This design comes from an exercise in tuning for small area, a short achievable clock period and few clock cycles on the open sky130 flow, not from production work.
Function was checked by simulation only, so behaviour that the tests miss may differ from the original.
Power figures rest on the tool's default switching activity, not on a simulated workload.

[flow/design.v]
module PE(
    input               clk,
    input               clr,
    input      [11:0]   s,
    input      [7:0]    b,
    input      [9:0]    b3,
    output reg [15:0]   acc_lo,
    output reg [7:0]    acc_hi,
    output reg          cy
);
wire pp0_0, pp0_1, pp0_2, pp0_3, pp0_4, pp0_5, pp0_6, pp0_7, pp0_8, pp0_9;
wire pp1_0, pp1_1, pp1_2, pp1_3, pp1_4, pp1_5, pp1_6, pp1_7, pp1_8, pp1_9;
wire pp2_0, pp2_1, pp2_2, pp2_3, pp2_4, pp2_5, pp2_6, pp2_7, pp2_8, pp2_9;
wire pp3_0, pp3_1, pp3_2, pp3_3, pp3_4, pp3_5, pp3_6, pp3_7, pp3_8, pp3_9;
wire s1, c2, s3, c4, s5, c6, s7, c8, s9, c10, s11, c12;
wire s13, c14, s15, c16, s17, c18, s19, c20, s21, c22, s23, c24;
wire s25, c26, s27, c28, s29, c30, s31, c32, s33, c34, s35, c36;
wire s37, c38, s39, c40, s41, c42, s43, c44, s45, c46, s47, c48;
wire s49, c50, s51, c52, s53, c54, s55, c56, s57, c58, s59, c60;
reg p0_0, p0_1, p0_2, p1_2, p0_3, p1_3, p0_4, p1_4, p0_5, p1_5, p0_6, p1_6, p0_7, p1_7, p0_8, p1_8, p0_9, p1_9, p0_10, p1_10, p0_11, p1_11, p0_12, p1_12, p0_13, p1_13, p0_14, p1_14, p0_15;
wire [15:0] q = acc_lo;
assign pp0_0 = ((s[0] & b[0]) | (s[2] & b3[0]));
assign pp0_1 = ((s[0] & b[1]) | (s[1] & b[0]) | (s[2] & b3[1]));
assign pp0_2 = ((s[0] & b[2]) | (s[1] & b[1]) | (s[2] & b3[2]));
assign pp0_3 = ((s[0] & b[3]) | (s[1] & b[2]) | (s[2] & b3[3]));
assign pp0_4 = ((s[0] & b[4]) | (s[1] & b[3]) | (s[2] & b3[4]));
assign pp0_5 = ((s[0] & b[5]) | (s[1] & b[4]) | (s[2] & b3[5]));
assign pp0_6 = ((s[0] & b[6]) | (s[1] & b[5]) | (s[2] & b3[6]));
assign pp0_7 = ((s[0] & b[7]) | (s[1] & b[6]) | (s[2] & b3[7]));
assign pp0_8 = ((s[1] & b[7]) | (s[2] & b3[8]));
assign pp0_9 = ((s[2] & b3[9]));
assign pp1_0 = ((s[3] & b[0]) | (s[5] & b3[0]));
assign pp1_1 = ((s[3] & b[1]) | (s[4] & b[0]) | (s[5] & b3[1]));
assign pp1_2 = ((s[3] & b[2]) | (s[4] & b[1]) | (s[5] & b3[2]));
assign pp1_3 = ((s[3] & b[3]) | (s[4] & b[2]) | (s[5] & b3[3]));
assign pp1_4 = ((s[3] & b[4]) | (s[4] & b[3]) | (s[5] & b3[4]));
assign pp1_5 = ((s[3] & b[5]) | (s[4] & b[4]) | (s[5] & b3[5]));
assign pp1_6 = ((s[3] & b[6]) | (s[4] & b[5]) | (s[5] & b3[6]));
assign pp1_7 = ((s[3] & b[7]) | (s[4] & b[6]) | (s[5] & b3[7]));
assign pp1_8 = ((s[4] & b[7]) | (s[5] & b3[8]));
assign pp1_9 = ((s[5] & b3[9]));
assign pp2_0 = ((s[6] & b[0]) | (s[8] & b3[0]));
assign pp2_1 = ((s[6] & b[1]) | (s[7] & b[0]) | (s[8] & b3[1]));
assign pp2_2 = ((s[6] & b[2]) | (s[7] & b[1]) | (s[8] & b3[2]));
assign pp2_3 = ((s[6] & b[3]) | (s[7] & b[2]) | (s[8] & b3[3]));
assign pp2_4 = ((s[6] & b[4]) | (s[7] & b[3]) | (s[8] & b3[4]));
assign pp2_5 = ((s[6] & b[5]) | (s[7] & b[4]) | (s[8] & b3[5]));
assign pp2_6 = ((s[6] & b[6]) | (s[7] & b[5]) | (s[8] & b3[6]));
assign pp2_7 = ((s[6] & b[7]) | (s[7] & b[6]) | (s[8] & b3[7]));
assign pp2_8 = ((s[7] & b[7]) | (s[8] & b3[8]));
assign pp2_9 = ((s[8] & b3[9]));
assign pp3_0 = ((s[9] & b[0]) | (s[11] & b3[0]));
assign pp3_1 = ((s[9] & b[1]) | (s[10] & b[0]) | (s[11] & b3[1]));
assign pp3_2 = ((s[9] & b[2]) | (s[10] & b[1]) | (s[11] & b3[2]));
assign pp3_3 = ((s[9] & b[3]) | (s[10] & b[2]) | (s[11] & b3[3]));
assign pp3_4 = ((s[9] & b[4]) | (s[10] & b[3]) | (s[11] & b3[4]));
assign pp3_5 = ((s[9] & b[5]) | (s[10] & b[4]) | (s[11] & b3[5]));
assign pp3_6 = ((s[9] & b[6]) | (s[10] & b[5]) | (s[11] & b3[6]));
assign pp3_7 = ((s[9] & b[7]) | (s[10] & b[6]) | (s[11] & b3[7]));
assign pp3_8 = ((s[10] & b[7]) | (s[11] & b3[8]));
assign pp3_9 = ((s[11] & b3[9]));
assign s1 = pp0_6 ^ pp1_4;
assign c2 = pp0_6 & pp1_4;
assign s3 = pp0_7 ^ pp1_5 ^ pp2_3;
assign c4 = (pp0_7 & pp1_5) | (pp0_7 & pp2_3) | (pp1_5 & pp2_3);
assign s5 = pp0_8 ^ pp1_6 ^ pp2_4;
assign c6 = (pp0_8 & pp1_6) | (pp0_8 & pp2_4) | (pp1_6 & pp2_4);
assign s7 = pp0_9 ^ pp1_7 ^ pp2_5;
assign c8 = (pp0_9 & pp1_7) | (pp0_9 & pp2_5) | (pp1_7 & pp2_5);
assign s9 = pp1_8 ^ pp2_6;
assign c10 = pp1_8 & pp2_6;
assign s11 = pp1_9 ^ pp2_7;
assign c12 = pp1_9 & pp2_7;
assign s13 = pp0_4 ^ pp1_2;
assign c14 = pp0_4 & pp1_2;
assign s15 = pp0_5 ^ pp1_3 ^ pp2_1;
assign c16 = (pp0_5 & pp1_3) | (pp0_5 & pp2_1) | (pp1_3 & pp2_1);
assign s17 = s1 ^ pp2_2 ^ pp3_0;
assign c18 = (s1 & pp2_2) | (s1 & pp3_0) | (pp2_2 & pp3_0);
assign s19 = s3 ^ pp3_1 ^ c2;
assign c20 = (s3 & pp3_1) | (s3 & c2) | (pp3_1 & c2);
assign s21 = s5 ^ pp3_2 ^ c4;
assign c22 = (s5 & pp3_2) | (s5 & c4) | (pp3_2 & c4);
assign s23 = s7 ^ pp3_3 ^ c6;
assign c24 = (s7 & pp3_3) | (s7 & c6) | (pp3_3 & c6);
assign s25 = s9 ^ pp3_4 ^ c8;
assign c26 = (s9 & pp3_4) | (s9 & c8) | (pp3_4 & c8);
assign s27 = s11 ^ pp3_5 ^ c10;
assign c28 = (s11 & pp3_5) | (s11 & c10) | (pp3_5 & c10);
assign s29 = pp2_8 ^ pp3_6 ^ c12;
assign c30 = (pp2_8 & pp3_6) | (pp2_8 & c12) | (pp3_6 & c12);
assign s31 = pp2_9 ^ pp3_7;
assign c32 = pp2_9 & pp3_7;
assign s33 = p0_2 ^ p1_2;
assign c34 = p0_2 & p1_2;
assign s35 = p0_3 ^ p1_3 ^ q[3];
assign c36 = (p0_3 & p1_3) | (p0_3 & q[3]) | (p1_3 & q[3]);
assign s37 = p0_4 ^ p1_4 ^ q[4];
assign c38 = (p0_4 & p1_4) | (p0_4 & q[4]) | (p1_4 & q[4]);
assign s39 = p0_5 ^ p1_5 ^ q[5];
assign c40 = (p0_5 & p1_5) | (p0_5 & q[5]) | (p1_5 & q[5]);
assign s41 = p0_6 ^ p1_6 ^ q[6];
assign c42 = (p0_6 & p1_6) | (p0_6 & q[6]) | (p1_6 & q[6]);
assign s43 = p0_7 ^ p1_7 ^ q[7];
assign c44 = (p0_7 & p1_7) | (p0_7 & q[7]) | (p1_7 & q[7]);
assign s45 = p0_8 ^ p1_8 ^ q[8];
assign c46 = (p0_8 & p1_8) | (p0_8 & q[8]) | (p1_8 & q[8]);
assign s47 = p0_9 ^ p1_9 ^ q[9];
assign c48 = (p0_9 & p1_9) | (p0_9 & q[9]) | (p1_9 & q[9]);
assign s49 = p0_10 ^ p1_10 ^ q[10];
assign c50 = (p0_10 & p1_10) | (p0_10 & q[10]) | (p1_10 & q[10]);
assign s51 = p0_11 ^ p1_11 ^ q[11];
assign c52 = (p0_11 & p1_11) | (p0_11 & q[11]) | (p1_11 & q[11]);
assign s53 = p0_12 ^ p1_12 ^ q[12];
assign c54 = (p0_12 & p1_12) | (p0_12 & q[12]) | (p1_12 & q[12]);
assign s55 = p0_13 ^ p1_13 ^ q[13];
assign c56 = (p0_13 & p1_13) | (p0_13 & q[13]) | (p1_13 & q[13]);
assign s57 = p0_14 ^ p1_14 ^ q[14];
assign c58 = (p0_14 & p1_14) | (p0_14 & q[14]) | (p1_14 & q[14]);
assign s59 = p0_15 ^ q[15];
assign c60 = p0_15 & q[15];
wire [16:0] x = {c60, s59, s57, s55, s53, s51, s49, s47, s45, s43, s41, s39, s37, s35, s33, p0_1, p0_0};
wire [16:0] y = {1'b0, c58, c56, c54, c52, c50, c48, c46, c44, c42, c40, c38, c36, c34, q[2], q[1], q[0]};
always @(posedge clk) begin
    p0_0 <= pp0_0;
    p0_1 <= pp0_1;
    p0_2 <= pp0_2;
    p1_2 <= pp1_0;
    p0_3 <= pp0_3;
    p1_3 <= pp1_1;
    p0_4 <= s13;
    p1_4 <= pp2_0;
    p0_5 <= s15;
    p1_5 <= c14;
    p0_6 <= s17;
    p1_6 <= c16;
    p0_7 <= s19;
    p1_7 <= c18;
    p0_8 <= s21;
    p1_8 <= c20;
    p0_9 <= s23;
    p1_9 <= c22;
    p0_10 <= s25;
    p1_10 <= c24;
    p0_11 <= s27;
    p1_11 <= c26;
    p0_12 <= s29;
    p1_12 <= c28;
    p0_13 <= s31;
    p1_13 <= c30;
    p0_14 <= pp3_8;
    p1_14 <= c32;
    p0_15 <= pp3_9;
    {cy, acc_lo} <= clr ? 17'd0 : x + y;
    acc_hi <= clr ? 8'd0 : acc_hi + cy;
end
endmodule
module TPU(
    clk,
    rst_n,
    in_valid,
    K,
    M,
    N,
    busy,
    A_wr_en,
    A_index,
    A_data_in,
    A_data_out,
    B_wr_en,
    B_index,
    B_data_in,
    B_data_out,
    C_wr_en,
    C_index,
    C_data_in,
    C_data_out
);
input               clk;
input               rst_n;
input               in_valid;
input [7:0]         K;
input [7:0]         M;
input [7:0]         N;
output reg          busy;
output              A_wr_en;
output [15:0]       A_index;
output [31:0]       A_data_in;
input  [31:0]       A_data_out;
output              B_wr_en;
output [15:0]       B_index;
output [31:0]       B_data_in;
input  [31:0]       B_data_out;
output reg          C_wr_en;
output [15:0]       C_index;
output [127:0]      C_data_in;
input  [127:0]      C_data_out;
assign A_wr_en   = 1'b0;
assign B_wr_en   = 1'b0;
assign A_data_in = 32'd0;
assign B_data_in = 32'd0;
reg [7:0]   k_r, m_r, n_r;
wire [7:0]  km1   = k_r - 8'd1;
wire [7:0]  mm1   = m_r - 8'd1;
wire [5:0]  mgm1  = mm1[7:2];    
wire [1:0]  mlast = mm1[1:0];    
wire [7:0]  nm1   = n_r - 8'd1;
reg         setup;       
reg         iss;         
reg [2:0]   stall;       
reg [7:0]   kdown;       
reg [5:0]   gdown;       
reg [5:0]   hdown;       
reg [13:0]  a_idx, b_idx, b_base;
assign A_index = {2'b00, a_idx};
assign B_index = {2'b00, b_idx};
wire        v      = iss & (stall == 3'd0);
wire        cm     = setup | (iss & (stall == 3'd1));
wire        k_last = (kdown == 8'd0);
wire        g_last = (gdown == 6'd0);
wire        h_last = (hdown == 6'd0);
wire [1:0]  rows_m1 = g_last ? mlast : 2'd3;
reg [11:0]  a_op [0:3];      
reg [7:0]   b_op [0:3];
reg [9:0]   b3_op [0:3];     
reg         c1, l1, j1;
reg [1:0]   r1;
reg         c2, l2, j2;
reg [1:0]   r2;
reg         rd_act, rd_job_last;
reg [1:0]   rd_row, rd_left;
reg         wr_job_last;
reg [13:0]  c_idx;
reg [95:0]  wr_data;
assign C_index = {2'b00, c_idx};
always @(posedge clk) begin
    if (in_valid) begin
        k_r <= K;
        m_r <= M;
        n_r <= N;
    end
    if (setup) begin
        kdown  <= km1;
        gdown  <= mgm1;
        hdown  <= nm1[7:2];
        a_idx  <= 14'd0;
        b_idx  <= 14'd0;
        b_base <= 14'd0;
    end else if (v) begin
        if (!k_last) begin
            kdown <= kdown - 8'd1;
            a_idx <= a_idx + 14'd1;
            b_idx <= b_idx + 14'd1;
        end else begin
            kdown <= km1;
            if (!g_last) begin
                gdown <= gdown - 6'd1;
                a_idx <= a_idx + 14'd1;
                b_idx <= b_base;
            end else if (!h_last) begin
                gdown  <= mgm1;
                hdown  <= hdown - 6'd1;
                a_idx  <= 14'd0;
                b_idx  <= b_idx + 14'd1;
                b_base <= b_idx + 14'd1;
            end
        end
    end
    if (setup)
        c_idx <= 14'd0;
    else if (C_wr_en)
        c_idx <= c_idx + 14'd1;
    c2 <= c1;
end
always @(posedge clk or negedge rst_n) begin
    if (!rst_n) begin
        busy    <= 1'b0;
        setup   <= 1'b0;
        iss     <= 1'b0;
        stall   <= 3'd0;
        c1      <= 1'b0;
        l1      <= 1'b0;
        j1      <= 1'b0;
        r1      <= 2'd0;
        l2      <= 1'b0;
        j2      <= 1'b0;
        r2      <= 2'd0;
        rd_act  <= 1'b0;
        rd_job_last <= 1'b0;
        rd_row  <= 2'd0;
        rd_left <= 2'd0;
        C_wr_en <= 1'b0;
        wr_job_last <= 1'b0;
    end else begin
        if (in_valid)
            busy <= 1'b1;
        setup <= in_valid;
        if (setup) begin
            iss   <= 1'b1;
            stall <= 3'd0;
        end else if (iss) begin
            if (stall != 3'd0) begin
                stall <= stall - 3'd1;
            end else begin
                if (k_last) begin
                    stall <= {1'b0, rows_m1} + 3'd1;
                    if (g_last && h_last) begin
                        iss   <= 1'b0;
                        stall <= 3'd0;
                    end
                end
            end
        end
        c1 <= cm;
        l1 <= v & k_last;
        j1 <= v & k_last & g_last & h_last;
        r1 <= rows_m1;
        l2 <= l1;
        j2 <= j1;
        r2 <= r1;
        if (l2) begin
            rd_act      <= 1'b1;
            rd_row      <= 2'd0;
            rd_left     <= r2;
            rd_job_last <= j2;
        end else if (rd_act && rd_left != 2'd0) begin
            rd_row  <= rd_row + 2'd1;
            rd_left <= rd_left - 2'd1;
        end else begin
            rd_act  <= 1'b0;
        end
        C_wr_en     <= rd_act;
        wr_job_last <= rd_act & (rd_left == 2'd0) & rd_job_last;
        if (C_wr_en && wr_job_last)
            busy <= 1'b0;
    end
end
integer i, d;
always @(posedge clk) begin
    for (i = 0; i < 4; i = i + 1) begin
        for (d = 0; d < 4; d = d + 1) begin
            a_op[i][3*d]   <= v & (A_data_out[24-8*i+2*d +: 2] == 2'd1);
            a_op[i][3*d+1] <= v & (A_data_out[24-8*i+2*d +: 2] == 2'd2);
            a_op[i][3*d+2] <= v & (A_data_out[24-8*i+2*d +: 2] == 2'd3);
        end
        b_op[i]  <= B_data_out[31-8*i -: 8];
        b3_op[i] <= {2'b00, B_data_out[31-8*i -: 8]} + {1'b0, B_data_out[31-8*i -: 8], 1'b0};
    end
end
wire [15:0] acc_lo [0:15];
wire [7:0]  acc_hi [0:15];
wire        cy     [0:15];
genvar r, c;
generate
    for (r = 0; r < 4; r = r + 1) begin : row
        for (c = 0; c < 4; c = c + 1) begin : col
            PE pe(
                .clk(clk),
                .clr(c2),
                .s(a_op[r]),
                .b(b_op[c]),
                .b3(b3_op[c]),
                .acc_lo(acc_lo[4*r+c]),
                .acc_hi(acc_hi[4*r+c]),
                .cy(cy[4*r+c])
            );
        end
    end
endgenerate
integer l;
always @(posedge clk) begin
    for (l = 0; l < 4; l = l + 1)
        wr_data[95-24*l -: 24] <= {acc_hi[{rd_row, 2'b00} + l] + cy[{rd_row, 2'b00} + l],
                                   acc_lo[{rd_row, 2'b00} + l]};
end
assign C_data_in = {8'd0, wr_data[95:72], 8'd0, wr_data[71:48],
                    8'd0, wr_data[47:24], 8'd0, wr_data[23:0]};
endmodule
[flow/config.mk]
export PLATFORM = sky130hd
export DESIGN_NAME = TPU
export DESIGN_NICKNAME = TPU
export VERILOG_FILES = /design/flow/design.v
export SDC_FILE = /design/flow/constraint.sdc
export NUM_CORES = 4
export LEC_CHECK = 0
export CAP_MARGIN = 20
export CORE_MARGIN = 2
export CORE_UTILIZATION = 60
export CTS_CLUSTER_DIAMETER = 90
export CTS_CLUSTER_SIZE = 22
export PLACE_DENSITY = 0.72
export SETUP_SLACK_MARGIN = 5
export SLEW_MARGIN = 20
export TNS_END_PERCENT = 50
[flow/run.sh]
#!/bin/bash
# synth_recipe.tcl (not shown) runs the flow's synth.tcl, then flattens the netlist and writes it again
# the make line also repeats each setting of config.mk as NAME=value (left out here)
make -C /OpenROAD-flow-scripts/flow DESIGN_CONFIG=/design/flow/config.mk WORK_HOME=/design/flow/orfs CLKGATE_MAP_FILE= SYNTH_SCRIPT=/design/flow/synth_recipe.tcl finish
[flow/constraint.sdc]
create_clock -name core_clock -period 10.0 [get_ports {clk}]
set_input_delay 2.0000 -clock core_clock [delete_from_list [all_inputs] [get_ports {clk}]]
set_output_delay 2.0000 -clock core_clock [all_outputs]
set_load 0.01 [all_outputs]
==> impl_results.rst <==
.. list-table::
   :header-rows: 1

   * - Metric
     - Value
   * - Dominant register cell in the synthesized netlist
     - dfxtp_1
   * - Category of the most critical setup path
     - flop to flop
   * - Area share of the largest cell type after synthesis
     - a little over a third
   * - DRC errors left
     - 0
   * - Number of antenna violations at the first check in global routing
     - 15
   * - RSZ-0062 raised after global routing
     - false
   * - Synth top area cells
     - dfxtp_1 35%, fa_1 12%, ha_1 9.0%, a222oi_1 7.3%, nor2_1 3.2%
   * - Routability-driven placement congestion ratio
     - 0.9422
   * - CTS H-tree lvls
     - 3
   * - Post-CTS setup buffer count
     - 0
   * - Distinct cell type count after synthesis
     - 75
   * - Count of cell instances traversed by the critical path
     - 12
   * - Summed instance area of the synthesized netlist
     - roughly 0.064 sq mm
   * - Wire length reported by the detailed router
     - 191800 microns
   * - Ports placed on the boundary
     - 463
   * - Cell class contributing the biggest share of worst-path delay
     - buffers and inverters
   * - Clock-pin transition on the worst setup and hold timing paths
     - 90 ps
   * - CTS Buffer Depth
     - 3
   * - # clock sinks
     - ~1.2k
   * - Starting DRC count in detailed routing
     - 7982
   * - Root cell of the clock tree
     - clkbuf_16
   * - Post-detailed-route wirelength per cell
     - 24.72 microns
   * - Cell leakage power
     - 0.03205 uW
   * - Layout area overhead
     - 7.343%
   * - Routed vias/inst
     - 6.527
   * - Switching share of power
     - 42.91%
   * - Fill cell count
     - 8554
   * - Wire length of the first global-routing pass
     - between 200000 and 300000 microns
   * - Data required time at the worst endpoint
     - about 11000 ps
   * - Max_slew headroom
     - roughly 18%
   * - Portion of the clock cycle consumed by the worst path in the final layout
     - 40.29%
   * - Die Width
     - approximately 330 microns
   * - FF-to-FF setup slack
     - 5970 ps
   * - Insertion delay to the later sink of the worst-skew pair
     - 700 ps
   * - Number of flip-flops and latches in the synthesized netlist
     - 1200
   * - Area of the die
     - 0.1100 sq mm
   * - Run status
     - timing/DRC/antenna clean
   * - Final net count
     - 7409
   * - WHS Path Cells
     - 0
   * - Power per cell area
     - about 290 mW/mm^2
   * - Global routing usage summed across all routing layers
     - 34.02%
   * - Max-capacitance violation count
     - 0
   * - Number of instances in the synthesized netlist
     - between 6k and 7k
   * - Final max-slew violation count
     - 0
   * - Net Sw Power
     - 8678 uW
   * - Via Count
     - 50.64k
   * - Endpoint arrival time on the critical path
     - 4590 ps
   * - Clock network fraction of total power
     - 14.5%
   * - Vertical die dimension
     - 331.7 microns
   * - Post-detail-place hpwl
     - 124400 microns
   * - Internal power consumption
     - approximately 12000 uW
   * - Leading area contributor after synthesis
     - dfxtp_1
   * - Category of the worst setup path launch point
     - flop
   * - Pin count of the biggest net entering global routing
     - 178
   * - Number of buffers inserted by port buffering
     - 230
   * - Worst-Margin Slew
     - approximately 1200 ps
   * - Total CTS buffers
     - 66
   * - Layout cell share with drive strength beyond 1
     - 3.667%
   * - Cell-by-cell trace of the critical path
     - inv_1 > ha_4 > buf_4 > nor4_2 > buf_4 > a221oi_1 > a21oi_1 > ha_1 > ha_1 > and3_1 > nand3_1 > xnor2_1
   * - Share of the core filled with cells
     - roughly 65%
   * - Global-route congestion overflow total
     - 0
   * - Maximum operating frequency
     - 248.2 MHz
   * - Seq pwr share
     - 34.6%
   * - Async set or reset register ratio after synthesis
     - 1.917%
   * - Row Count
     - 120
   * - Type of destination of the critical path
     - flop
   * - Yosys warns
     - 8
   * - TritonCTS clock tree
     - done
   * - Post-cts gate resize count
     - 0
   * - Setup TNS after final layout
     - 0 ps
   * - WP buf/inv
     - 3
   * - Path type of the worst min-delay path
     - flop to flop
   * - Crit path max-delay cell type
     - nor4_2
   * - Mean cell area of the mapped netlist
     - 10.10 sq um
   * - Peak fanout along the critical path
     - 42
   * - Number of nets with antenna violations after detailed routing
     - 0
   * - Core region area
     - 0.1068 sq mm
   * - Worst ir drop on vdd
     - 0.1596 mV
   * - Vias in the first global route
     - 50.34k
   * - Period minus WS final
     - 4029 ps
   * - R2R cell count
     - 12
   * - Number of failing setup endpoints in the final timing report
     - 0
   * - Seq/Total Area, Yosys
     - 38.15%
   * - Crit-path max cell delay
     - between 600 and 700 ps
   * - Initial DRT Pass Iterations
     - 17
   * - Final WS setup
     - 5972 ps
   * - Initial standard-cell utilization of the core
     - 60.35%
   * - Post-placement setup slack
     - 5765 ps
   * - Combinational power share
     - between 50% and 60%
   * - Final number of hold-violating endpoints
     - 0
   * - Count of flip-flops with a built-in enable after synthesis
     - 44
   * - Quantity of hold-fixing buffers added after cts
     - 0
   * - Worst Skew
     - roughly 29 ps
   * - Pwr Total
     - around 20000 uW
kinds of logic after synthesis:
| group | after synthesis | synth area share (%) |
|---|---|---|
| AO/OA/AOI/OAI | 1413 | 17.27 |
| XOR/XNOR | 397 | 5.397 |
| adder cells (fa/ha/maj) | 853 | 21.09 |
| buffers and inverters | 1065 | 6.842 |
| flip-flops | 1200 | 38.15 |
| multiplexers | 16 | 0.2622 |
| other | 1 | 0.005821 |
| AND/OR/NAND/NOR | 1436 | 10.98 |
area by class of cell:
cell class	instances	area, sq um	share of cell area [%]
Clock inverter	8	78.83	0.1140
Inverter	511	1918	2.774
Clock buffer	77	1767	2.555
Tap cell	1403	1755	2.538
Multi-Input combinational cell	4219	35890	51.90
Antenna cell	2	5.005	0.007237
Timing Repair Buffer	339	3153	4.559
Sequential cell	1200	24590	35.56
synthesized netlist by cell type (56+ instances only):
master / number
dfxtp_1: 1133
a22oi_1: 152
nand2_1: 177
o21ai_0: 113
a211oi_1: 60
a21o_1: 127
clkbuf_1: 382
fa_1: 388
xnor2_1: 177
nand3_1: 185
a21oi_1: 198
nor2b_1: 159
xor2_1: 220
nor2_1: 554
ha_1: 465
and3_1: 78
buf_4: 106
inv_1: 510
buf_1: 56
nor3_1: 64
a222oi_1: 473
power by group through the flow:
stage | Sequential, uW | Clock [uW] | Combinational (uW)
2_1_floorplan | 6810 | 0 | 7330
3_3_place_gp | 7050 | 0 | 9650
3_5_place_dp | 7080 | 0 | 9980
4_1_cts | 6970 | 2960 | 10100
5_1_grt | 7120 | 3130 | 11400
6_report | 6990 | 2920 | 10300
worst reg2reg max path: stages (launching register included):
cell and delay, ps:
dfrtp_1 510, inv_1 190, ha_4 410, buf_4 360, nor4_2 690, buf_4 550
a221oi_1 130, a21oi_1 210, ha_1 220, ha_1 190, and3_1 200, nand3_1 100
xnor2_1 150
placed cells by master, fill, tap and decap left out, drive strengths merged, types with 46 or more instances in the layout:
cell,instances
fa,388
xor2,220
o21ai,115
and2,51
a21oi,198
a22oi,152
nand3,186
buf,110
a211oi,60
and3,78
conb,104
nor3b,46
clkbuf,77
a21o,127
inv,517
nand2,177
dfxtp,1133
nor2,554
nor3,64
ha,465
a222oi,473
nor2b,159
a22o,48
xnor2,177
clkdlybuf4s50,229
state kept, by name (all words and copies together) (netlist names), 28 cells and up:
| signal | cells |
|---|---|
| row.col.pe.acc_lo | 256 |
| b3_op | 40 |
| b_op | 28 |
| wr_data | 96 |
| row.col.pe.acc_hi | 128 |
| a_op | 48 |
per-stage QoR:
stage               hold slack [ps]  instances  instance area (sq um)
floorplan                     324.2       6484                  64810
global placement              323.8       7672                  67310
detailed placement            336.2       7672                  67310
CTS                           353.0       7757                  69150
global route                  365.9       7757                  69150
finish                        352.4       7759                  69160
path summary, 6_finish.rpt:
path / start / to
max: rd_row[0] / wr_data[22]
min: c1 / c2
max reg2reg: rd_row[0] / wr_data[22]
min reg2reg: c1 / c2
max in group asynchronous: rst_n / setup
min in group asynchronous: rst_n / stall[1]
per-layer routing:
metal,global-route usage [%],up-vias,routed length (microns)
met5,0,-,117
li1,-,22390,-
met2,54.27,3046,86450
met4,19.91,18,12080
met3,7.952,682,23300
met1,42.29,24500,69820
Testbench counts, summed over its fixed seeds: cycles 431,998.

==> port drivers added, routing unchanged <==
The results above use ideal ports. As a check the final layout listed here was re-extracted and re-timed, cells and wires unchanged. Step 1: set_driving_cell puts a clkbuf_16 on clk and a buf_2 on each other input, an assumption about the parent block. Step 2 adds t to the input delays and takes it off the output delays; t is the mean of the earliest and latest rising clock arrival at the registers after step 1. Input paths then give back, and output paths get back, about the clock's delay inside the block. Three values: ideal ports, drivers, drivers and shift; two values: the first two.
shift t [ns]: 0.758
slack for setup (ns): 5.971 / 5.971 / 5.693
latest minus earliest clock arrival (ns): 0.036 / 0.035
After both steps this run still meets setup and hold. The setup slack of this run moves by 0.000 ns with the drivers and by -0.278 ns with both steps.
